This is an optimization exercise on Yosys and OpenROAD, whose aim is small area, a short achievable clock period and few clock cycles per item, not a production implementation. No run shown here included a check of the RTL's function; only the layout flow was run.

==> flow/design.v, too long to show whole: its modules and the start of the top module <==
// module Mul_Accumulate: 31 lines
// module Mul_Accumulate_0: 216 lines
// module Mul_Accumulate_1: 268 lines
// module Mul_Accumulate_2: 268 lines
// module Mul_Accumulate_3: 268 lines
// module Mul_Accumulate_4: 268 lines
// module Mul_Accumulate_5: 262 lines
// module Mul_Accumulate_6: 216 lines
// module Mul_Accumulate_7: 268 lines
// module Mul_Accumulate_8: 216 lines
// module Mul_Accumulate_9: 268 lines
// module Mul_Accumulate_10: 268 lines
// module Mul_Accumulate_11: 268 lines
// module Mul_Accumulate_12: 268 lines
// module Mul_Accumulate_13: 268 lines
// module Mul_Accumulate_14: 268 lines
// module Mul_Accumulate_15: 216 lines
// module Weight_ROM: 93 lines
// module Full_Connect: 75 lines
module Full_Connect (
    input              aclk,
    input              aresetn,
    input              s_valid,
    input  [31:0]      s_data,
    output             s_ready,
    output             m_valid,
    output [16*32-1:0] m_data
);
  // ...
==> flow/run.sh <==
#!/bin/bash
# synth_recipe.tcl (not shown) runs the flow's synth.tcl, then flattens the netlist and writes it again
# the make line also repeats each setting of config.mk as NAME=value (left out here)
make -C /OpenROAD-flow-scripts/flow DESIGN_CONFIG=/design/flow/config.mk WORK_HOME=/design/flow/orfs CLKGATE_MAP_FILE= SYNTH_SCRIPT=/design/flow/synth_recipe.tcl finish
==> flow/config.mk <==
export PLATFORM = sky130hd
export DESIGN_NAME = Full_Connect
export DESIGN_NICKNAME = Full_Connect
export VERILOG_FILES = /design/flow/design.v
export SDC_FILE = /design/flow/constraint.sdc
export NUM_CORES = 4
export LEC_CHECK = 0
export CAP_MARGIN = 20
export CORE_MARGIN = 2
export CORE_UTILIZATION = 40
export SETUP_SLACK_MARGIN = 4.8
export SLEW_MARGIN = 20
export SYNTH_MEMORY_MAX_BITS = 16384
==> flow/constraint.sdc <==
create_clock -name core_clock -period 8.0 [get_ports {aclk}]
set_input_delay 1.6000 -clock core_clock [delete_from_list [all_inputs] [get_ports {aclk}]]
set_output_delay 1.6000 -clock core_clock [all_outputs]
set_load 0.01 [all_outputs]
==> impl_metrics.csv, run 1 <==
group,metric,value,unit
status,status,"finished clean",
critical_path,cp.required,6.40,ns
synth,synth_commonest_cells,"dfxtp_1, fa_1, inv_1, xnor2_1, nand2b_1",
synth,synthMuxAreaShare,0.174,%
layout,multi_input_area,98600,um2
die,n_tap_cell,4751,
die,die_h,602,um
critical_path,cp.buffers_inverters,2,
place,post-place-ws,3.80,ns
job,maxCapViolations,0,
synth,synth_top_area_share,24.6,%
sta,max_freq,305,MHz
synth,synth-compound-area-share,15.6,%
synth,yosysSeqAreaShare,24.9,%
drt,avgViaCountPerCell,5.56,
sta,rsz0062_at_grt,"yes",
place,dp_hpwl,342000,um
synth,synth_edf_count,0,
critical_path,worstSetupStartpoint,"ready",
global_route,grt_busiest_layer,"met2",
layout,fillers,34300,
critical_path,cp_top_family,"flip-flops",
clocking,clock_latency,0.97,ns
critical_path,reg2reg_to,"sel1[6]",
layout,drive_above_1_share,9.39,%
layout,most-common-layout-cells,"fa_1, dfxtp_1, inv_1",
synth,syn-cell-area,143000,um2
layout,syn2layout_area_growth,13.6,%
drt,met1Wirelength,207000,um
==> run 2, diff against run 1 <==
--- a/flow/config.mk
+++ b/flow/config.mk
@@ -7,7 +7,7 @@
 export LEC_CHECK = 0
 export CAP_MARGIN = 20
 export CORE_MARGIN = 2
-export CORE_UTILIZATION = 40
+export CORE_UTILIZATION = 55
 export SETUP_SLACK_MARGIN = 4.8
 export SLEW_MARGIN = 20
 export SYNTH_MEMORY_MAX_BITS = 16384
==> impl_metrics.csv, run 2 <==
group,metric,value,unit
synth,synth_area_leaders,"dfxtp_1, fa_1, xnor2_1, xor2_1, ha_1",
layout,fin_area,161000,um2
global_route,grt_overflow_total,0,
global_route,grt_antenna_before_repair,31,
synth,synth_commonest_cells,"dfxtp_1, fa_1, inv_1, xnor2_1, nand2b_1",
critical_path,setup.worst_path.class,"reg -> reg",
clocking,cts.htree.levels,4,
layout,layout_commonest_cell,"fa_1",
min_path,holdPathStages,0,
synth,ys_warn_count,18,
critical_path,r2r_setup_slack,4.74,ns
clocking,clock_latency,0.93,ns
synth,yosysUniqueCellTypes,99,
synth,syn_nets,17500,
synth,synth_edf_count,0,
critical_path,r2r_cells,13,
critical_path,cp.required,8.84,ns
layout,drive_above_1_share,8.83,%
clocking,cts_tree,"yes",
drt,drt_iter0_markers,10600,
drt,wl_per_cell,26.5,um
place,dp_hpwl,332000,um
sta,hold_violations,0,
clocking,clockBufferDepth,4,
critical_path,cp_max_fo,5,
global_route,grt_max_degree,234,
job,maxCapViolations,0,
global_route,grt_pass1_vias,121000,
layout,reg_top3,"neuron.Mul_Accumulate.genblk1.u.C x512, neuron.Mul_Accumulate.genblk1.u.Dout x512, neuron.Mul_Accumulate.genblk1.u.S x512",
die,die-area,264000,um2
synth,yosys.area.top_type,"dfxtp_1",
drt,ant_nets,0,
clocking,holdBufCountCts,0,
drt,routed_wl,496000,um
clocking,cts_made_buffers,212,
sta,tightest_slew,1.21,ns
die,coreArea,259000,um2
critical_path,worstSetupEndpointType,"register",
place,place_congestion,1.02,
drt,via_count,115000,
clocking,clk_pin_slew,0.06,ns
min_path,hold_class,"reg -> reg",
sta,slew_viol_final,0,
sta,fin_crit_sh,40.8,%
sta,setup_slack,4.74,ns
synth,synth_top_area_share,24.6,%
die,die_h,514,um
critical_path,start_kind,"register",
layout,syn2layout_area_growth,12.1,%
drt,avgViaCountPerCell,6.14,
synth,postSynthAreaPerCell,9.42,um2
clocking,cts_root_buf,"clkbuf_16",
global_route,grtUsageTotal,36.6,%
layout,most-common-layout-cells,"fa_1, dfxtp_1, inv_1",
drt,drcViolationCount,0,
sta,max_freq,307,MHz
drt,dr.pass1.iters,7,
place,place.port_buffers,548,
sta,fin_tns_setup,0,ns
sta,rsz0062_at_grt,"yes",
synth,synth_cells,15200,
place,placed_cell_area,150000,um2
die,die_width,514,um
synth,syn-cell-area,143000,um2
synth,yosysSeqAreaShare,24.9,%
synth,ys_ff_latch,1779,
die,ios,549,
sta,setup_violations,0,
die,initial_core_util,55.2,%
sta,fin_crit,3.26,ns
critical_path,arrival,4.10,ns
layout,final_nets,17400,
place,post-place-ws,3.84,ns
clocking,cts_sinks,1779,
synth,ys.flop_type,"dfxtp_1",
global_route,grt_pass1_wl,744000,um
sta,relSlewSlack,19.4,%
sta,skew,0.0405,ns
status,status,"finished clean",
synth,async_flop_share,0.956,%
die,rows,187,
synth,synth.most_common_cell,"dfxtp_1",
==> run 2: path summary, 6_finish.rpt <==
path | from | end
max reg2reg | neuron[8].Mul_Accumulate.genblk1.u.S[5] | neuron[8].Mul_Accumulate.genblk1.u.Dout[29]
max in group asynchronous | aresetn | cnt[3]
min | l2 | l3
min reg2reg | l2 | l3
max | neuron[8].Mul_Accumulate.genblk1.u.S[5] | neuron[8].Mul_Accumulate.genblk1.u.Dout[29]
min in group asynchronous | aresetn | l2
==> run 2: stage by stage <==
stage	instances	utilization, %	hold slack [ns]
5_1_grt	18700	61.9	0.354
6_report	18700	61.9	0.352
4_1_cts	18600	61.3	0.355
2_1_floorplan	15200	-	0.331
3_5_place_dp	18200	57.9	0.340
3_3_place_gp	18200	57.9	0.347
==> run 2: worst max-delay path, cell delays in order (launching register included) <==
cell and delay [ns]:
dfxtp_2 0.34, ha_4 0.26, a21o_1 0.22, a221oi_2 0.33, o31ai_4 0.16, a311oi_4 0.24, buf_6 0.17, nor4_4 0.05
o41a_1 0.48, buf_4 0.18, a211o_1 0.26, a31o_1 0.23, a21oi_2 0.14, xnor2_1 0.12
==> run 2: timing repair <==
item,in CTS,in global routing
gates cloned,11,2
hold endpoints to repair,0,0
endpoints found under the setup margin,1241,614
pin swaps,59,120
buffers inserted,56,57
resized for setup,1046,254
==> run 2: layer usage <==
layer | track usage (%) | wire [um] | vias up
met4 | 21.8 | 35200 | 26
met2 | 59.0 | 229000 | 5504
met3 | 6.85 | 40700 | 1465
met5 | 0 | 167 | -
met1 | 45.7 | 190000 | 57700
li1 | - | - | 50000
==> run 2: layout make-up <==
type | instances | area (um2)
Multi-Input combinational cell | 10700 | 98800
Fill cell | 21800 | 98700
Sequential cell | 1779 | 36200
Timing Repair Buffer | 856 | 7960
Clock buffer | 290 | 6110
Inverter | 1537 | 5850
Tap cell | 3402 | 4260
Clock inverter | 100 | 1310
Timing Repair inverter | 10 | 75.1
Antenna cell | 11 | 27.5
==> run 2: logic make-up (layout without fill, tap and decap cells) <==
| group | Yosys count | in the layout | synth area share (%) |
|---|---|---|---|
| AO/OA/AOI/OAI | 3384 | 3384 | 15.6 |
| multiplexers | 16 | 16 | 0.174 |
| AND/OR/NAND/NOR | 2893 | 2893 | 10.6 |
| buffers and inverters | 2718 | 2793 | 7.15 |
| XOR/XNOR | 2169 | 2169 | 13.3 |
| other | 0 | 11 | 0 |
| adder cells (fa/ha/maj) | 2238 | 2238 | 28.2 |
| flip-flops | 1779 | 1779 | 24.9 |
==> run 3, diff against run 2 <==
--- a/flow/config.mk
+++ b/flow/config.mk
@@ -7,7 +7,7 @@
 export LEC_CHECK = 0
 export CAP_MARGIN = 20
 export CORE_MARGIN = 2
-export CORE_UTILIZATION = 55
-export SETUP_SLACK_MARGIN = 4.8
+export CORE_UTILIZATION = 40
+export SETUP_SLACK_MARGIN = 4.5
 export SLEW_MARGIN = 20
 export SYNTH_MEMORY_MAX_BITS = 16384
==> impl_metrics.csv, run 3 <==
group,metric,value,unit
clocking,clockBufferDepth,4,
synth,syn-cell-area,143000,um2
sta,relSlewSlack,10.9,%
clocking,cts.htree.levels,4,
clocking,holdBufCountCts,0,
synth,synth.most_common_cell,"dfxtp_1",
global_route,grt_antenna_before_repair,45,
drt,routed_wl,487000,um
synth,synth_commonest_cells,"dfxtp_1, fa_1, inv_1, xnor2_1, nand2b_1",
clocking,cts_made_buffers,224,
die,initial_core_util,40.2,%
global_route,grt_pass1_vias,114000,
drt,dr.pass1.iters,8,
job,maxCapViolations,0,
synth,synth-compound-area-share,15.6,%
min_path,holdPathStages,0,
sta,max_freq,282,MHz
die,rows,219,
synth,synth_xor_area_share,13.3,%
sta,slew_viol_final,0,
clocking,cts_root_buf,"clkbuf_16",
synth,synth_edf_count,0,
sta,setup_violations,0,
global_route,grtUsageTotal,26.3,%
synth,postSynthAreaPerCell,9.42,um2
critical_path,reg2reg_to,"neuron[14].Mul_Accumulate.genblk1.u.C[6]",
layout,fillers,34300,
critical_path,setup.worst_path.class,"reg -> reg",
synth,synth_top_area_share,24.6,%
clocking,clk_pin_slew,0.06,ns
critical_path,reg2reg_from,"f1",
synth,ys_ff_latch,1779,
critical_path,arrival,4.37,ns
die,die_h,602,um
critical_path,worstSetupEndpointType,"register",
drt,avgViaCountPerCell,5.57,
critical_path,r2r_setup_slack,4.45,ns
synth,synth_cells,15200,
die,die-area,363000,um2
synth,ys.flop_type,"dfxtp_1",
min_path,holdPathEnd,"l3",
sta,fin_crit,3.55,ns
synth,yosysSeqAreaShare,24.9,%
place,place_congestion,1.04,
layout,multi_input_area,97800,um2
clocking,cts_sinks,1779,
global_route,grt_pass1_wl,735000,um
synth,synth_fa_ha_area_share,28.2,%
die,ios,549,
place,dp_cells,19500,
drt,via_count,111000,
synth,ys_warn_count,18,
sta,fin_crit_sh,44.4,%
synth,yosysUniqueCellTypes,99,
min_path,hp-start,"l2",
drt,ant_nets,0,
critical_path,cp.required,8.82,ns
drt,drt_iter0_markers,10100,
min_path,hold_class,"reg -> reg",
layout,drive_above_1_share,6.68,%
layout,most-common-layout-cells,"fa_1, dfxtp_1, inv_1",
layout,stdcell_count,20000,
sta,skew,0.0904,ns
synth,syn_nets,17500,
sta,whs,0.356,ns
layout,final_nets,17300,
layout,seq_area,36000,um2
place,place.port_buffers,548,
drt,drcViolationCount,0,
sta,hold_violations,0,
sta,fin_tns_setup,0,ns
die,die_width,602,um
place,placed_cell_area,152000,um2
layout,reg_top3,"neuron.Mul_Accumulate.genblk1.u.C x512, neuron.Mul_Accumulate.genblk1.u.Dout x512, neuron.Mul_Accumulate.genblk1.u.S x512",
synth,synth_top_family_by_area,"adder cells",
critical_path,r2r_cells,8,
critical_path,start_kind,"register",
synth,async_flop_share,0.956,%
layout,syn2layout_area_growth,12.3,%
die,coreArea,356000,um2
synth,synth_area_leaders,"dfxtp_1, fa_1, xnor2_1, xor2_1, ha_1",
synth,synthMuxAreaShare,0.174,%
clocking,clock_latency,0.95,ns
status,status,"finished clean",
sta,tightest_slew,1.34,ns
global_route,grt_overflow_total,0,
sta,rsz0062_at_grt,"yes",
drt,wl_per_cell,24.3,um
clocking,cts_tree,"yes",
layout,fin_area,161000,um2
critical_path,cp_max_fo,217,
place,dp_hpwl,337000,um
synth,yosys.area.top_type,"dfxtp_1",
synth,synth_simple_gate_area_share,10.6,%
layout,layout_commonest_cell,"fa_1",
global_route,grt_max_degree,218,
critical_path,worstSetupStartpoint,"f1",
## run 3: changes by cell type in the layout (fill, tap and decap cells not counted), moves of 32 or more
cell             previous run  this run
clkdlybuf4s50_1            33       438
dlygate4sd2_1             389       108
clkdlybuf4s15_2            58         1
dfxtp_1                  1550      1604
clkdlybuf4s15_1            49         0
dfxtp_4                    72        25
diode_2                    11        53
buf_6                      41         9
## run 3: layout make-up
class,instances,area share [%]
antenna,53,0.0824
sequential,1779,22.4
multi-input combinational,10700,60.8
tap,4751,3.69
inverter,1537,3.59
clock inverter,99,0.848
clock buffer,311,4.01
timing repair buffer,788,4.62
## run 3: cells by family after synthesis
group / count (synthesis)
xor+xnor: 2169
compound gates: 3384
flops: 1779
buf+inv: 2718
fa+ha+maj: 2238
simple gates: 2893
mux: 16
## run 3: how the worst max path moves through the flow
stage	to	cells after the start
finish	neuron[14].Mul_Accumulate.genblk1.u.C[6]	8
detailed placement	neuron[13].Mul_Accumulate.genblk1.u.Dout[30]	12
CTS	neuron[4].Mul_Accumulate.genblk1.u.C[6]	8
floorplan	neuron[14].Mul_Accumulate.genblk1.u.Dout[28]	12
global route	neuron[14].Mul_Accumulate.genblk1.u.Dout[28]	13
global placement	neuron[13].Mul_Accumulate.genblk1.u.Dout[30]	12
## run 3: routing by layer
metal  track usage, %  share of wire, %  vias up
met3             4.38               7.2     1045
li1                 -                 -    49900
met1             34.6                42    55800
met2             42.0                45     4637
met5                0             0.028        -
met4             13.2               5.6       22
## run 3: worst max-delay path, stage by stage, from the launching register on
cell     delay, ns
dfxtp_4       0.41
buf_12        0.18
buf_12        0.17
or2_2         0.63
fa_1          0.53
inv_1         0.05
fa_1          0.48
inv_1         0.05
fa_1          0.44
## run 3: metrics by stage
| stage | setup slack (ns) | utilization (%) |
|---|---|---|
| 6_report | 4.45 | 45.2 |
| 3_3_place_gp | 3.78 | 42.7 |
| 5_1_grt | 4.38 | 45.2 |
| 3_5_place_dp | 3.74 | 42.7 |
| 4_1_cts | 4.48 | 45.0 |
| 2_1_floorplan | 4.79 | - |
## run 3: repair_timing
action / CTS / global route
endpoints found under the setup margin: 472 / 169
buffers inserted: 7 / 11
cloned: 1 / 0
resized for setup: 221 / 83
pin swaps: 8 / 25
==> module Weight_ROM, before the edit <==
module Weight_ROM #(
    parameter N = 16
)(
    input      [5:0]      addr,
    output reg [12*N-1:0] sel,
    output     [32*N-1:0] init
);
    always @(*) begin
        case (addr)
            6'd0: sel = 192'h00002800002d02d00000000600200500d005029001001000;
            6'd1: sel = 192'h001006005005006000029000000005000000029001006001;
            6'd2: sel = 192'h00603102d005005031149000042009010010032000006000;
            6'd3: sel = 192'h029028000002001028028029005036005005030006032032;
            6'd4: sel = 192'h001029006028006006000000002000000006029006000000;
            6'd5: sel = 192'h00000200500000d02800600000100200000000d006006000;
            6'd6: sel = 192'h00100000000000002902900600202d035032006029031000;
            6'd7: sel = 192'h00500000a00803100001100502d015046002029009015000;
            6'd8: sel = 192'h0010001b6a05a4216d18a02902800805004900d148140168;
            6'd9: sel = 192'h000028006000000001006005002006005002000001005001;
            6'd10: sel = 192'h00100119103501000a02800002d00502d181a0a18d169000;
            6'd11: sel = 192'h02800600100d000029001008006008000035032028005028;
            6'd12: sel = 192'h02902903100500002903114502900100a069010009029028;
            6'd13: sel = 192'h00514816914214914503100014214605509004204002d000;
            6'd14: sel = 192'h02900000d00800200000d000000008000028032001000000;
            6'd15: sel = 192'h00602900a02800002800500000500d0291b1a29180000002;
            6'd16: sel = 192'h000191a681ad03100001500100801204504800a192182035;
            6'd17: sel = 192'h00a14da41b401b1a2903001201006d34034036804d00200d;
            6'd18: sel = 192'h010015a02a4500d080011005036140168a46b46a6d142005;
            6'd19: sel = 192'h02d00a04006900100000100901501203216d19200000d005;
            6'd20: sel = 192'h002a09a4000000100200001004605001204600a14d186186;
            6'd21: sel = 192'h00902918a185008192a4800014019204104d045002149001;
            6'd22: sel = 192'h00600504204906902800500d010010011011030011000009;
            6'd23: sel = 192'h00514d01016d149012005005000032145b42b46a2d028005;
            6'd24: sel = 192'h1691881a914800501004514800a0400400691411891ad005;
            6'd25: sel = 192'h08604906804504514600a0550150120550ad04904d14214d;
            6'd26: sel = 192'h00100616818a06d040028001028031148a35182148006001;
            6'd27: sel = 192'h02905534d34508005100a01506906d1451a919102901200a;
            6'd28: sel = 192'h189195006040009001008000046049069069009141192030;
            6'd29: sel = 192'h050012028001006188a120021b603500d01506d008031002;
            6'd30: sel = 192'h06d00d08534105204600900903202d00800d00804800a00a;
            6'd31: sel = 192'h00103000503000505502902d00d005170b46a3614100002d;
            6'd32: sel = 192'h16914903214200600a03616806d01203214501001101504a;
            6'd33: sel = 192'h088042011041069048092068002008011012011030190145;
            6'd34: sel = 192'h008000031000068006195006000000028a48032036002006;
            6'd35: sel = 192'h00609520923609106800203501004802d00a05008601500a;
            6'd36: sel = 192'h14200101101000900900a14d01004001200d032000011046;
            6'd37: sel = 192'h08800a02d006005028010031a4814d00906d00d035189032;
            6'd38: sel = 192'h0301480000a804914206d00500d002010051091342008008;
            6'd39: sel = 192'h00000014614814d032030001002031a421b5189028006001;
            6'd40: sel = 192'h049048009169190195a68036148190175000011009042048;
            6'd41: sel = 192'h04501200a06904604604d148190169000069010008005028;
            6'd42: sel = 192'h01001502903602d14016d00000000614503202814d190001;
            6'd43: sel = 192'h03100d34534208906814903600804d175a0a1ad009015069;
            6'd44: sel = 192'h04205506900a00a0100281a916d03014802800a042046085;
            6'd45: sel = 192'h03003202800d00001105502d03000201004600d192a09029;
            6'd46: sel = 192'h16d18a19104200001003014901101504004a141148149002;
            6'd47: sel = 192'h0010421921ada401b602d000000032169141149030031005;
            6'd48: sel = 192'h04106914218a186a48a1003214518902d04600d041048001;
            6'd49: sel = 192'h02902902801001501200514103002d00001500d008005031;
            6'd50: sel = 192'h04104d028a4918014100a005031032028011190195a40000;
            6'd51: sel = 192'h02803201100900000003602d00d00002d191006029009012;
            6'd52: sel = 192'h04006800100a00802918618918d14214900500904604a00a;
            6'd53: sel = 192'h19014800000006d05008502d02800a01100a000190a10029;
            6'd54: sel = 192'h16d14603100d02900d14d02802800d01200214d180149002;
            6'd55: sel = 192'h02909500d191a1218a00000602914902d18803014002d029;
            6'd56: sel = 192'h01004900a02d14218d03003503514d0050120ad050010002;
            6'd57: sel = 192'h14000200500d01101000100603503100800a011068002032;
            6'd58: sel = 192'h0500a800818614500800900002d03204600a180182036000;
            6'd59: sel = 192'h02d03200100602900502900000600d001030032028001005;
            6'd60: sel = 192'h00204600104801202904101203014514801504805501106d;
            6'd61: sel = 192'h006002002035000051040000009009040050030a01188000;
            6'd62: sel = 192'h00002d03502d02d029028005035028009000148146000000;
            6'd63: sel = 192'h00005501000518a02800002800000503618503618900002d;
            default: sel = 192'h0;
        endcase
    end
    assign init[31:0] = 32'h00000095;
    assign init[63:32] = 32'h000001f0;
    assign init[95:64] = 32'h00000245;
    assign init[127:96] = 32'h00000299;
    assign init[159:128] = 32'h000002ab;
    assign init[191:160] = 32'h0000016e;
    assign init[223:192] = 32'h0000010c;
    assign init[255:224] = 32'h0000012f;
    assign init[287:256] = 32'h000000ed;
    assign init[319:288] = 32'h000001d8;
    assign init[351:320] = 32'h00000199;
    assign init[383:352] = 32'h000001a9;
    assign init[415:384] = 32'h0000026e;
    assign init[447:416] = 32'h0000021d;
    assign init[479:448] = 32'h00000148;
    assign init[511:480] = 32'h000000d7;
endmodule
==> module Full_Connect, before the edit <==
module Full_Connect (
    input              aclk,
    input              aresetn,
    input              s_valid,
    input  [31:0]      s_data,
    output             s_ready,
    output             m_valid,
    output [16*32-1:0] m_data
);
    localparam N = 16;
    reg         busy;        
    reg  [5:0]  cnt;         
    reg  [5:0]  cntn;        
    reg         ready;       
    reg         l1, l2, l3;  
    reg         f1;          
    reg  [31:0] x1, x1n;     
    reg  [12*N-1:0] sel1;
    wire [12*N-1:0] sel, seln;
    wire [32*N-1:0] init;
    wire take = busy | s_valid;
    assign s_ready = ready;
    always @(posedge aclk or negedge aresetn) begin
        if (!aresetn) begin
            busy  <= 1'b0;
            ready <= 1'b1;
            cnt   <= 6'd0;
            cntn  <= 6'h3f;
            l1   <= 1'b0;
            l2   <= 1'b0;
            l3   <= 1'b0;
        end
        else begin
            if (take) begin
                cnt   <= cnt + 6'd1;
                cntn  <= ~(cnt + 6'd1);
                busy  <= (cnt != 6'd63);
                ready <= (cnt == 6'd63);
            end
            l1 <= take & (cnt == 6'd63);
            l2 <= l1;
            l3 <= l2;
        end
    end
    Weight_ROM #(.N(N)) Weight_ROM (
        .addr(cnt),
        .sel(sel),
        .init(init)
    );
    Weight_ROM #(.N(N)) Weight_ROM_n (
        .addr(~cntn),
        .sel(seln),
        .init()
    );
    always @(posedge aclk) begin
        x1   <= s_data;
        x1n  <= ~s_data;
        sel1 <= {seln[12*N-1:6*N], sel[6*N-1:0]};
        f1   <= (cnt == 6'd0);
    end
    genvar i;
    generate
        for (i = 0; i < N; i = i + 1) begin : neuron
            Mul_Accumulate #(.IDX(i)) Mul_Accumulate (
                .clk(aclk),
                .first(f1),
                .init(init[32*i+31:32*i]),
                .sel(sel1[12*i+11:12*i]),
                .data(i < N/2 ? x1 : ~x1n),
                .Dout(m_data[32*i+31:32*i])
            );
        end
    endgenerate
    assign m_valid = l3;
endmodule
==> run 4, diff against run 3 <==
--- a/flow/design.v
+++ b/flow/design.v
@@ -4106,79 +4106,202 @@
 module Weight_ROM #(
     parameter N = 16
 )(
-    input      [5:0]      addr,
-    output reg [12*N-1:0] sel,
-    output     [32*N-1:0] init
+    input  [63:0]     addr,
+    output [12*N-1:0] sel,
+    output [32*N-1:0] init
 );
-    always @(*) begin
-        case (addr)
-            6'd0: sel = 192'h00002800002d02d00000000600200500d005029001001000;
-            6'd1: sel = 192'h001006005005006000029000000005000000029001006001;
-            6'd2: sel = 192'h00603102d005005031149000042009010010032000006000;
-            6'd3: sel = 192'h029028000002001028028029005036005005030006032032;
-            6'd4: sel = 192'h001029006028006006000000002000000006029006000000;
-            6'd5: sel = 192'h00000200500000d02800600000100200000000d006006000;
-            6'd6: sel = 192'h00100000000000002902900600202d035032006029031000;
-            6'd7: sel = 192'h00500000a00803100001100502d015046002029009015000;
-            6'd8: sel = 192'h0010001b6a05a4216d18a02902800805004900d148140168;
-            6'd9: sel = 192'h000028006000000001006005002006005002000001005001;
-            6'd10: sel = 192'h00100119103501000a02800002d00502d181a0a18d169000;
-            6'd11: sel = 192'h02800600100d000029001008006008000035032028005028;
-            6'd12: sel = 192'h02902903100500002903114502900100a069010009029028;
-            6'd13: sel = 192'h00514816914214914503100014214605509004204002d000;
-            6'd14: sel = 192'h02900000d00800200000d000000008000028032001000000;
-            6'd15: sel = 192'h00602900a02800002800500000500d0291b1a29180000002;
-            6'd16: sel = 192'h000191a681ad03100001500100801204504800a192182035;
-            6'd17: sel = 192'h00a14da41b401b1a2903001201006d34034036804d00200d;
-            6'd18: sel = 192'h010015a02a4500d080011005036140168a46b46a6d142005;
-            6'd19: sel = 192'h02d00a04006900100000100901501203216d19200000d005;
-            6'd20: sel = 192'h002a09a4000000100200001004605001204600a14d186186;
-            6'd21: sel = 192'h00902918a185008192a4800014019204104d045002149001;
-            6'd22: sel = 192'h00600504204906902800500d010010011011030011000009;
-            6'd23: sel = 192'h00514d01016d149012005005000032145b42b46a2d028005;
-            6'd24: sel = 192'h1691881a914800501004514800a0400400691411891ad005;
-            6'd25: sel = 192'h08604906804504514600a0550150120550ad04904d14214d;
-            6'd26: sel = 192'h00100616818a06d040028001028031148a35182148006001;
-            6'd27: sel = 192'h02905534d34508005100a01506906d1451a919102901200a;
-            6'd28: sel = 192'h189195006040009001008000046049069069009141192030;
-            6'd29: sel = 192'h050012028001006188a120021b603500d01506d008031002;
-            6'd30: sel = 192'h06d00d08534105204600900903202d00800d00804800a00a;
-            6'd31: sel = 192'h00103000503000505502902d00d005170b46a3614100002d;
-            6'd32: sel = 192'h16914903214200600a03616806d01203214501001101504a;
-            6'd33: sel = 192'h088042011041069048092068002008011012011030190145;
-            6'd34: sel = 192'h008000031000068006195006000000028a48032036002006;
-            6'd35: sel = 192'h00609520923609106800203501004802d00a05008601500a;
-            6'd36: sel = 192'h14200101101000900900a14d01004001200d032000011046;
-            6'd37: sel = 192'h08800a02d006005028010031a4814d00906d00d035189032;
-            6'd38: sel = 192'h0301480000a804914206d00500d002010051091342008008;
-            6'd39: sel = 192'h00000014614814d032030001002031a421b5189028006001;
-            6'd40: sel = 192'h049048009169190195a68036148190175000011009042048;
-            6'd41: sel = 192'h04501200a06904604604d148190169000069010008005028;
-            6'd42: sel = 192'h01001502903602d14016d00000000614503202814d190001;
-            6'd43: sel = 192'h03100d34534208906814903600804d175a0a1ad009015069;
-            6'd44: sel = 192'h04205506900a00a0100281a916d03014802800a042046085;
-            6'd45: sel = 192'h03003202800d00001105502d03000201004600d192a09029;
-            6'd46: sel = 192'h16d18a19104200001003014901101504004a141148149002;
-            6'd47: sel = 192'h0010421921ada401b602d000000032169141149030031005;
-            6'd48: sel = 192'h04106914218a186a48a1003214518902d04600d041048001;
-            6'd49: sel = 192'h02902902801001501200514103002d00001500d008005031;
-            6'd50: sel = 192'h04104d028a4918014100a005031032028011190195a40000;
-            6'd51: sel = 192'h02803201100900000003602d00d00002d191006029009012;
-            6'd52: sel = 192'h04006800100a00802918618918d14214900500904604a00a;
-            6'd53: sel = 192'h19014800000006d05008502d02800a01100a000190a10029;
-            6'd54: sel = 192'h16d14603100d02900d14d02802800d01200214d180149002;
-            6'd55: sel = 192'h02909500d191a1218a00000602914902d18803014002d029;
-            6'd56: sel = 192'h01004900a02d14218d03003503514d0050120ad050010002;
-            6'd57: sel = 192'h14000200500d01101000100603503100800a011068002032;
-            6'd58: sel = 192'h0500a800818614500800900002d03204600a180182036000;
-            6'd59: sel = 192'h02d03200100602900502900000600d001030032028001005;
-            6'd60: sel = 192'h00204600104801202904101203014514801504805501106d;
-            6'd61: sel = 192'h006002002035000051040000009009040050030a01188000;
-            6'd62: sel = 192'h00002d03502d02d029028005035028009000148146000000;
-            6'd63: sel = 192'h00005501000518a02800002800000503618503618900002d;
-            default: sel = 192'h0;
-        endcase
-    end
+    assign sel[0] = |(addr & 64'h98a3bc8287ef0202);
+    assign sel[1] = |(addr & 64'h0358403d68108008);
+    assign sel[2] = |(addr & 64'h98009016839f0000);
+    assign sel[3] = |(addr & 64'h90b02b49ca421900);
+    assign sel[4] = |(addr & 64'h020a002010010008);
+    assign sel[5] = |(addr & 64'h92a22a2090011908);
+    assign sel[6] = |(addr & 64'h1000091302000100);
+    assign sel[7] = |(addr & 64'h0000100000100000);
+    assign sel[8] = |(addr & 64'h0000000202100100);
+    assign sel[9] = |(addr & 64'h0000000000000000);
+    assign sel[10] = |(addr & 64'h0000000000000000);
+    assign sel[11] = |(addr & 64'h0000000000000000);
+    assign sel[12] = |(addr & 64'h18caea3921283ec1);
+    assign sel[13] = |(addr & 64'h061011845e17002e);
+    assign sel[14] = |(addr & 64'h04821a8905182aa6);
+    assign sel[15] = |(addr & 64'h20d9606041a83400);
+    assign sel[16] = |(addr & 64'h15208c1b380000c8);
+    assign sel[17] = |(addr & 64'h0480800021803448);
+    assign sel[18] = |(addr & 64'h0055510002240500);
+    assign sel[19] = |(addr & 64'h2000042211110000);
+    assign sel[20] = |(addr & 64'h2040442213350500);
+    assign sel[21] = |(addr & 64'h0024200000000000);
+    assign sel[22] = |(addr & 64'h0000000000000000);
+    assign sel[23] = |(addr & 64'h0024200000000000);
+    assign sel[24] = |(addr & 64'hb00d0d219bd656c3);
+    assign sel[25] = |(addr & 64'h4410304c00210038);
+    assign sel[26] = |(addr & 64'h5014042c02960438);
+    assign sel[27] = |(addr & 64'h8a0a4f806f961dc0);
+    assign sel[28] = |(addr & 64'h1124a02700410000);
+    assign sel[29] = |(addr & 64'h0a0880a608840840);
+    assign sel[30] = |(addr & 64'h53915440d6162100);
+    assign sel[31] = |(addr & 64'h8464200801018400);
+    assign sel[32] = |(addr & 64'hc4e4644095118500);
+    assign sel[33] = |(addr & 64'h2000004000840000);
+    assign sel[34] = |(addr & 64'h0000000000000000);
+    assign sel[35] = |(addr & 64'h2000000000840000);
+    assign sel[36] = |(addr & 64'h0353e9e23b2081b3);
+    assign sel[37] = |(addr & 64'h88081014849d6c44);
+    assign sel[38] = |(addr & 64'h814b2820a0a40160);
+    assign sel[39] = |(addr & 64'h5153bca0721385b3);
+    assign sel[40] = |(addr & 64'haa84035f8848580c);
+    assign sel[41] = |(addr & 64'ha9800c14a042c89f);
+    assign sel[42] = |(addr & 64'h5040c00823a62000);
+    assign sel[43] = |(addr & 64'h050408c00c080000);
+    assign sel[44] = |(addr & 64'h4444c8800d8e0000);
+    assign sel[45] = |(addr & 64'h0000000080868400);
+    assign sel[46] = |(addr & 64'h0000000000000000);
+    assign sel[47] = |(addr & 64'h0000000080848400);
+    assign sel[48] = |(addr & 64'h901e82f17f689d09);
+    assign sel[49] = |(addr & 64'h07616c0a809402d0);
+    assign sel[50] = |(addr & 64'h901320b1e63c0819);
+    assign sel[51] = |(addr & 64'h06a05a3c5b295100);
+    assign sel[52] = |(addr & 64'h390e04c22440a844);
+    assign sel[53] = |(addr & 64'h080016a01f08d840);
+    assign sel[54] = |(addr & 64'h2001e26591bf1100);
+    assign sel[55] = |(addr & 64'h808800800a00a400);
+    assign sel[56] = |(addr & 64'h80888081888a8400);
+    assign sel[57] = |(addr & 64'h0000080484860000);
+    assign sel[58] = |(addr & 64'h0000000000000000);
+    assign sel[59] = |(addr & 64'h0000080484840000);
+    assign sel[60] = |(addr & 64'h49b98d2a3ae1a649);
+    assign sel[61] = |(addr & 64'h8440009100181080);
+    assign sel[62] = |(addr & 64'h85890d082a8126c9);
+    assign sel[63] = |(addr & 64'h529d902c74049401);
+    assign sel[64] = |(addr & 64'h8060295382582144);
+    assign sel[65] = |(addr & 64'h808d890d900c8440);
+    assign sel[66] = |(addr & 64'h3410dd809fa72180);
+    assign sel[67] = |(addr & 64'h0000000000000000);
+    assign sel[68] = |(addr & 64'h10109d008c860000);
+    assign sel[69] = |(addr & 64'h0000008000020000);
+    assign sel[70] = |(addr & 64'h0000000000000000);
+    assign sel[71] = |(addr & 64'h0000008000000000);
+    assign sel[72] = |(addr & 64'hbbc34aa0fc0294c7);
+    assign sel[73] = |(addr & 64'h0434a44102a92228);
+    assign sel[74] = |(addr & 64'h99424c20e802a6cb);
+    assign sel[75] = |(addr & 64'h69e30a2a5802c944);
+    assign sel[76] = |(addr & 64'h0604d18126f90088);
+    assign sel[77] = |(addr & 64'h460692806c820048);
+    assign sel[78] = |(addr & 64'h11900a3819162000);
+    assign sel[79] = |(addr & 64'h0001010000200000);
+    assign sel[80] = |(addr & 64'h1191032000242000);
+    assign sel[81] = |(addr & 64'h0000000000000000);
+    assign sel[82] = |(addr & 64'h0000000000000000);
+    assign sel[83] = |(addr & 64'h0000000000000000);
+    assign sel[84] = |(addr & 64'h679d50418a0894a8);
+    assign sel[85] = |(addr & 64'h0800008271142a55);
+    assign sel[86] = |(addr & 64'h4f191041b21c8c88);
+    assign sel[87] = |(addr & 64'h24f819618d011580);
+    assign sel[88] = |(addr & 64'h53066218624e0000);
+    assign sel[89] = |(addr & 64'h57e630016c041580);
+    assign sel[90] = |(addr & 64'h0001112118302004);
+    assign sel[91] = |(addr & 64'h0010020020000000);
+    assign sel[92] = |(addr & 64'h0011130020202000);
+    assign sel[93] = |(addr & 64'h0000002000000000);
+    assign sel[94] = |(addr & 64'h0000000000000000);
+    assign sel[95] = |(addr & 64'h0000002000000000);
+    assign sel[96] = |(addr & 64'h413e70f8cecd1388);
+    assign sel[97] = |(addr & 64'h1281090420020041);
+    assign sel[98] = |(addr & 64'h43ac295c8ac412c1);
+    assign sel[99] = |(addr & 64'h80787213c1480908);
+    assign sel[100] = |(addr & 64'h110109280a120000);
+    assign sel[101] = |(addr & 64'h8169392b80000108);
+    assign sel[102] = |(addr & 64'h0002421303001000);
+    assign sel[103] = |(addr & 64'h0010100000000000);
+    assign sel[104] = |(addr & 64'h0012521101001000);
+    assign sel[105] = |(addr & 64'h0000000000000000);
+    assign sel[106] = |(addr & 64'h0000000000000000);
+    assign sel[107] = |(addr & 64'h0000000000000000);
+    assign sel[108] = |(addr & 64'h1e62ae44c1cdf8c6);
+    assign sel[109] = |(addr & 64'h001c001b2a000320);
+    assign sel[110] = |(addr & 64'h007aa64501c1c220);
+    assign sel[111] = |(addr & 64'h4c449f50de20454e);
+    assign sel[112] = |(addr & 64'h010960a720073080);
+    assign sel[113] = |(addr & 64'h4908d5c18402344a);
+    assign sel[114] = |(addr & 64'h30402f4001200004);
+    assign sel[115] = |(addr & 64'h0030000600000100);
+    assign sel[116] = |(addr & 64'h00500c0400000104);
+    assign sel[117] = |(addr & 64'h0001010020200000);
+    assign sel[118] = |(addr & 64'h0000000000000000);
+    assign sel[119] = |(addr & 64'h0001010020200000);
+    assign sel[120] = |(addr & 64'h7954211098023b44);
+    assign sel[121] = |(addr & 64'h008282c542b00410);
+    assign sel[122] = |(addr & 64'h09408304c2002110);
+    assign sel[123] = |(addr & 64'hd5d1083b20429d68);
+    assign sel[124] = |(addr & 64'h2222f18089a00004);
+    assign sel[125] = |(addr & 64'hd01088a80042996c);
+    assign sel[126] = |(addr & 64'h20250e4ace002100);
+    assign sel[127] = |(addr & 64'h0180810020240000);
+    assign sel[128] = |(addr & 64'h0184854022202100);
+    assign sel[129] = |(addr & 64'h0001000000020000);
+    assign sel[130] = |(addr & 64'h0000000000000000);
+    assign sel[131] = |(addr & 64'h0001000000020000);
+    assign sel[132] = |(addr & 64'h4e620cfa97df20ad);
+    assign sel[133] = |(addr & 64'h9181120160004112);
+    assign sel[134] = |(addr & 64'h442306a1a7040037);
+    assign sel[135] = |(addr & 64'hc8701cd614e42021);
+    assign sel[136] = |(addr & 64'h1282010840030480);
+    assign sel[137] = |(addr & 64'h4860040604430081);
+    assign sel[138] = |(addr & 64'h052082c646c02100);
+    assign sel[139] = |(addr & 64'h8005090808020000);
+    assign sel[140] = |(addr & 64'h8505018000822000);
+    assign sel[141] = |(addr & 64'h0080800000000100);
+    assign sel[142] = |(addr & 64'h0000000000000000);
+    assign sel[143] = |(addr & 64'h0080800000000100);
+    assign sel[144] = |(addr & 64'he3cca3026aed1d07);
+    assign sel[145] = |(addr & 64'h0c115c2904002008);
+    assign sel[146] = |(addr & 64'hef40a4280aa51d07);
+    assign sel[147] = |(addr & 64'h535db3c005c9c891);
+    assign sel[148] = |(addr & 64'h2082041880000400);
+    assign sel[149] = |(addr & 64'h6100874880898411);
+    assign sel[150] = |(addr & 64'h10044b835bce2000);
+    assign sel[151] = |(addr & 64'h0481804004210000);
+    assign sel[152] = |(addr & 64'h048189814da32000);
+    assign sel[153] = |(addr & 64'h0004080848060100);
+    assign sel[154] = |(addr & 64'h0000000000000000);
+    assign sel[155] = |(addr & 64'h0004000000060100);
+    assign sel[156] = |(addr & 64'h5ad85d3ec9027c26);
+    assign sel[157] = |(addr & 64'h2101828110648390);
+    assign sel[158] = |(addr & 64'h428008a0d8004336);
+    assign sel[159] = |(addr & 64'h058637282f21e084);
+    assign sel[160] = |(addr & 64'hc048c01700801500);
+    assign sel[161] = |(addr & 64'h4046342527013104);
+    assign sel[162] = |(addr & 64'h000118800e5b2000);
+    assign sel[163] = |(addr & 64'h0000c00041200500);
+    assign sel[164] = |(addr & 64'h0001c8800d202500);
+    assign sel[165] = |(addr & 64'h0000080808170000);
+    assign sel[166] = |(addr & 64'h0000000000000000);
+    assign sel[167] = |(addr & 64'h0000000000170000);
+    assign sel[168] = |(addr & 64'hc1871c195af79414);
+    assign sel[169] = |(addr & 64'h3a48e22224080822);
+    assign sel[170] = |(addr & 64'hd0c41c085cc60802);
+    assign sel[171] = |(addr & 64'h4537496143bab219);
+    assign sel[172] = |(addr & 64'h88883608b8050004);
+    assign sel[173] = |(addr & 64'h4c1b20008020921d);
+    assign sel[174] = |(addr & 64'h917591430a822000);
+    assign sel[175] = |(addr & 64'h0480400811010000);
+    assign sel[176] = |(addr & 64'h0060404111832000);
+    assign sel[177] = |(addr & 64'h0000000000100000);
+    assign sel[178] = |(addr & 64'h0000000000000000);
+    assign sel[179] = |(addr & 64'h0000000000100000);
+    assign sel[180] = |(addr & 64'h08c7cb01dda875da);
+    assign sel[181] = |(addr & 64'h3000101802528004);
+    assign sel[182] = |(addr & 64'h2840420842c8a084);
+    assign sel[183] = |(addr & 64'h08ca4127592a5808);
+    assign sel[184] = |(addr & 64'h05202c4020040000);
+    assign sel[185] = |(addr & 64'h08ca684149085808);
+    assign sel[186] = |(addr & 64'h0655531161000000);
+    assign sel[187] = |(addr & 64'h0020002212000000);
+    assign sel[188] = |(addr & 64'h0260401111000000);
+    assign sel[189] = |(addr & 64'h0000000000000000);
+    assign sel[190] = |(addr & 64'h0000000000000000);
+    assign sel[191] = |(addr & 64'h0000000000000000);
     assign init[31:0] = 32'h00000095;
     assign init[63:32] = 32'h000001f0;
     assign init[95:64] = 32'h00000245;
@@ -4207,14 +4330,13 @@
 );
     localparam N = 16;
     reg         busy;        
-    reg  [5:0]  cnt;         
-    reg  [5:0]  cntn;        
+    reg  [63:0] pos;         
     reg         ready;       
     reg         l1, l2, l3;  
     reg         f1;          
     reg  [31:0] x1, x1n;     
     reg  [12*N-1:0] sel1;
-    wire [12*N-1:0] sel, seln;
+    wire [12*N-1:0] sel;
     wire [32*N-1:0] init;
     wire take = busy | s_valid;
     assign s_ready = ready;
@@ -4222,39 +4344,32 @@
         if (!aresetn) begin
             busy  <= 1'b0;
             ready <= 1'b1;
-            cnt   <= 6'd0;
-            cntn  <= 6'h3f;
+            pos   <= 64'd1;
             l1   <= 1'b0;
             l2   <= 1'b0;
             l3   <= 1'b0;
         end
         else begin
             if (take) begin
-                cnt   <= cnt + 6'd1;
-                cntn  <= ~(cnt + 6'd1);
-                busy  <= (cnt != 6'd63);
-                ready <= (cnt == 6'd63);
+                pos   <= {pos[62:0], pos[63]};
+                busy  <= !pos[63];
+                ready <= pos[63];
             end
-            l1 <= take & (cnt == 6'd63);
+            l1 <= take & pos[63];
             l2 <= l1;
             l3 <= l2;
         end
     end
     Weight_ROM #(.N(N)) Weight_ROM (
-        .addr(cnt),
+        .addr(pos),
         .sel(sel),
         .init(init)
     );
-    Weight_ROM #(.N(N)) Weight_ROM_n (
-        .addr(~cntn),
-        .sel(seln),
-        .init()
-    );
     always @(posedge aclk) begin
         x1   <= s_data;
         x1n  <= ~s_data;
-        sel1 <= {seln[12*N-1:6*N], sel[6*N-1:0]};
-        f1   <= (cnt == 6'd0);
+        sel1 <= sel;
+        f1   <= pos[0];
     end
     genvar i;
     generate
--- a/flow/config.mk
+++ b/flow/config.mk
@@ -8,6 +8,6 @@
 export CAP_MARGIN = 20
 export CORE_MARGIN = 2
 export CORE_UTILIZATION = 40
-export SETUP_SLACK_MARGIN = 4.5
+export SETUP_SLACK_MARGIN = 4.8
 export SLEW_MARGIN = 20
 export SYNTH_MEMORY_MAX_BITS = 16384
==> impl_metrics.csv, run 4 <==
group,metric,value,unit
status,status,"finished clean",
sta,fin_crit_sh,42.2,%
synth,ys_ff_latch,1830,
sta,hold_violations,0,
drt,avgViaCountPerCell,5.53,
die,coreArea,349000,um2
drt,drcViolationCount,0,
min_path,holdPathStages,0,
global_route,grt_antenna_before_repair,49,
critical_path,r2r_cells,5,
sta,whs,0.350,ns
drt,dr.pass1.iters,7,
layout,layout_commonest_cell,"fa_1",
synth,synth.most_common_cell,"dfxtp_1",
min_path,hold_class,"reg -> reg",
critical_path,reg2reg_from,"pos[25]",
die,initial_core_util,40.1,%
clocking,clock_latency,1.00,ns
critical_path,cp_max_fo,12,
critical_path,setup.worst_path.class,"reg -> reg",
synth,yosysSeqAreaShare,26.4,%
layout,final_nets,16700,
synth,synth_area_leaders,"dfxtp_1, fa_1, xnor2_1, xor2_1, ha_1",
synth,syn-cell-area,140000,um2
die,rows,217,
place,place_congestion,1.09,
clocking,clk_pin_slew,0.06,ns
die,die-area,355000,um2
place,dp_hpwl,329000,um
global_route,grtUsageTotal,26.6,%
layout,fillers,33100,
global_route,grt_max_degree,158,
critical_path,worst-path-stages,5,
critical_path,cp_slowest_cell,"dfrtp_1",
global_route,grt_pass1_vias,108000,
sta,fin_crit,3.38,ns
critical_path,worstSetupStartpoint,"pos[25]",
clocking,cts_made_buffers,224,
synth,synth_cells,14500,
layout,syn2layout_area_growth,13.5,%
critical_path,cp_top_family,"simple AND/OR/NAND/NOR gates",
die,die_h,596,um
layout,most-common-layout-cells,"fa_1, dfxtp_1, inv_1",
clocking,cts_tree,"yes",
drt,via_count,106000,
synth,ys_warn_count,17,
synth,syn_nets,16700,
drt,drt_iter0_markers,9270,
synth,yosys.area.top_type,"dfxtp_1",
sta,skew,0.116,ns
global_route,grt_overflow_total,0,
critical_path,arrival,4.00,ns
synth,synth_commonest_cells,"dfxtp_1, fa_1, inv_1, xnor2_1, nand2b_1",
place,placed_cell_area,149000,um2
clocking,cts_root_buf,"clkbuf_16",
layout,fin_area,159000,um2
die,die_width,596,um
sta,setup_violations,0,
critical_path,crit_chain,"buf_4 > nor2_1 > nand2_1 > nor4_1 > nand4_1",
sta,slew_viol_final,0,
critical_path,cp.buffers_inverters,1,
synth,postSynthAreaPerCell,9.69,um2
sta,fin_tns_setup,0,ns
sta,max_freq,296,MHz
clocking,cts_sinks,1830,
critical_path,cpPeakStageDelay,0.77,ns
die,ios,549,
drt,wl_per_cell,24.9,um
clocking,cts.htree.levels,4,
global_route,grt_pass1_wl,717000,um
sta,relSlewSlack,15.2,%
synth,synth_top_area_share,25.2,%
layout,reg_top3,"neuron.Mul_Accumulate.genblk1.u.C x512, neuron.Mul_Accumulate.genblk1.u.Dout x512, neuron.Mul_Accumulate.genblk1.u.S x512",
drt,ant_nets,0,
synth,ys.flop_type,"dfxtp_1",
layout,drive_above_1_share,9.75,%
critical_path,cp.required,8.62,ns
min_path,hp-start,"l2",
place,place.port_buffers,548,
synth,async_flop_share,3.72,%
sta,tightest_slew,1.27,ns
critical_path,worstSetupEndpointType,"register",
synth,synth_edf_count,0,
job,maxCapViolations,0,
critical_path,start_kind,"register",
drt,routed_wl,479000,um
synth,yosysUniqueCellTypes,89,
sta,rsz0062_at_grt,"yes",
clocking,clockBufferDepth,4,
run 4: worst paths after layout:
kind                                                                    to  slack, ns
worst max-delay path            neuron[12].Mul_Accumulate.genblk1.u.sel[2]       4.62
worst min-delay path                                                    l3       0.35
worst max register to register  neuron[12].Mul_Accumulate.genblk1.u.sel[2]       4.62
worst min register to register                                          l3       0.35
max in group asynchronous                                          pos[23]       6.44
min in group asynchronous                                               l3       0.80
run 4: what timing repair did:
item / 4_1_cts / 5_1_grt
cloned: 5 / 6
pin swaps: 47 / 92
setup endpoints to repair: 1356 / 407
gates resized for setup: 1238 / 214
hold buffers: 0 / 0
setup buffers: 38 / 40
hold endpoints to repair: 0 / 0
run 4: cell type report:
class / instances / area [um2] / area share, %
tap: 4599 / 5750 / 3.62
antenna: 26 / 65.1 / 0.0409
clock inverter: 114 / 1570 / 0.990
inverter: 1531 / 5810 / 3.66
sequential: 1830 / 37400 / 23.5
timing repair inverter: 9 / 67.6 / 0.0425
clock buffer: 296 / 6300 / 3.96
multi-input combinational: 9999 / 94400 / 59.4
timing repair buffer: 851 / 7580 / 4.77
run 4: cell families after synthesis:
group	count (synthesis)	synth area share, %
AOI/OAI and AO/OA	2619	12.5
xor gates and xnor gates	2155	13.5
adders and majority gates	2204	28.5
buffers and inverters	2625	7.04
DFF	1830	26.4
muxes	64	0.514
and+or+nand+nor	2957	11.6
run 4: per-layer routing:
| layer | routed length [um] | track usage [%] |
|---|---|---|
| met2 | 207000 | 40.0 |
| met3 | 41600 | 5.87 |
| met1 | 207000 | 36.8 |
| met4 | 23500 | 11.0 |
| met5 | 119 | 0 |
run 4: through the flow:
| stage | util [%] | std cells | worst slack [ns] |
|---|---|---|---|
| 2_1_floorplan | - | 14500 | 4.79 |
| 3_3_place_gp | 42.7 | 18700 | 3.74 |
| 3_5_place_dp | 42.7 | 18700 | 3.69 |
| 4_1_cts | 45.2 | 19200 | 4.53 |
| 5_1_grt | 45.5 | 19200 | 4.60 |
| 6_report | 45.6 | 19300 | 4.62 |

-- separate check: timing with driven ports --
How much do the figures lean on ideal ports? The routed layouts below were timed once more, with nothing changed but the port constraints.
Step 1, drivers: a clkbuf_16 drives aclk and a buf_2 each remaining input, both assumed.
Step 2, shift: input delay + t, output delay - t, t = (earliest + latest rising clock arrival at the registers) / 2. This alone moves slack from input paths to output paths.
a / b / c = no drivers / after step 1 / after step 2; a / b = the first two.
run	t, ns	slack for setup (ns)	worst setup path after step 2	clock arrival spread, ns	worst data-port slew with drivers (ns)
run 1	1.028	4.726 / 4.617 / 4.760	register to register	0.097 / 0.097	0.31
run 2	1.004	4.738 / 4.672 / 4.618	input to register	0.045 / 0.044	0.07
run 3	1.006	4.451 / 4.451 / 4.451	register to register	0.113 / 0.113	0.20
run 4	1.063	4.621 / 4.611 / 4.340	input to register	0.118 / 0.118	0.21
After both steps every run listed still meets setup and hold. For run 4, which loses most, drivers alone change the setup slack by -0.010 ns; drivers and shift together by -0.281 ns.
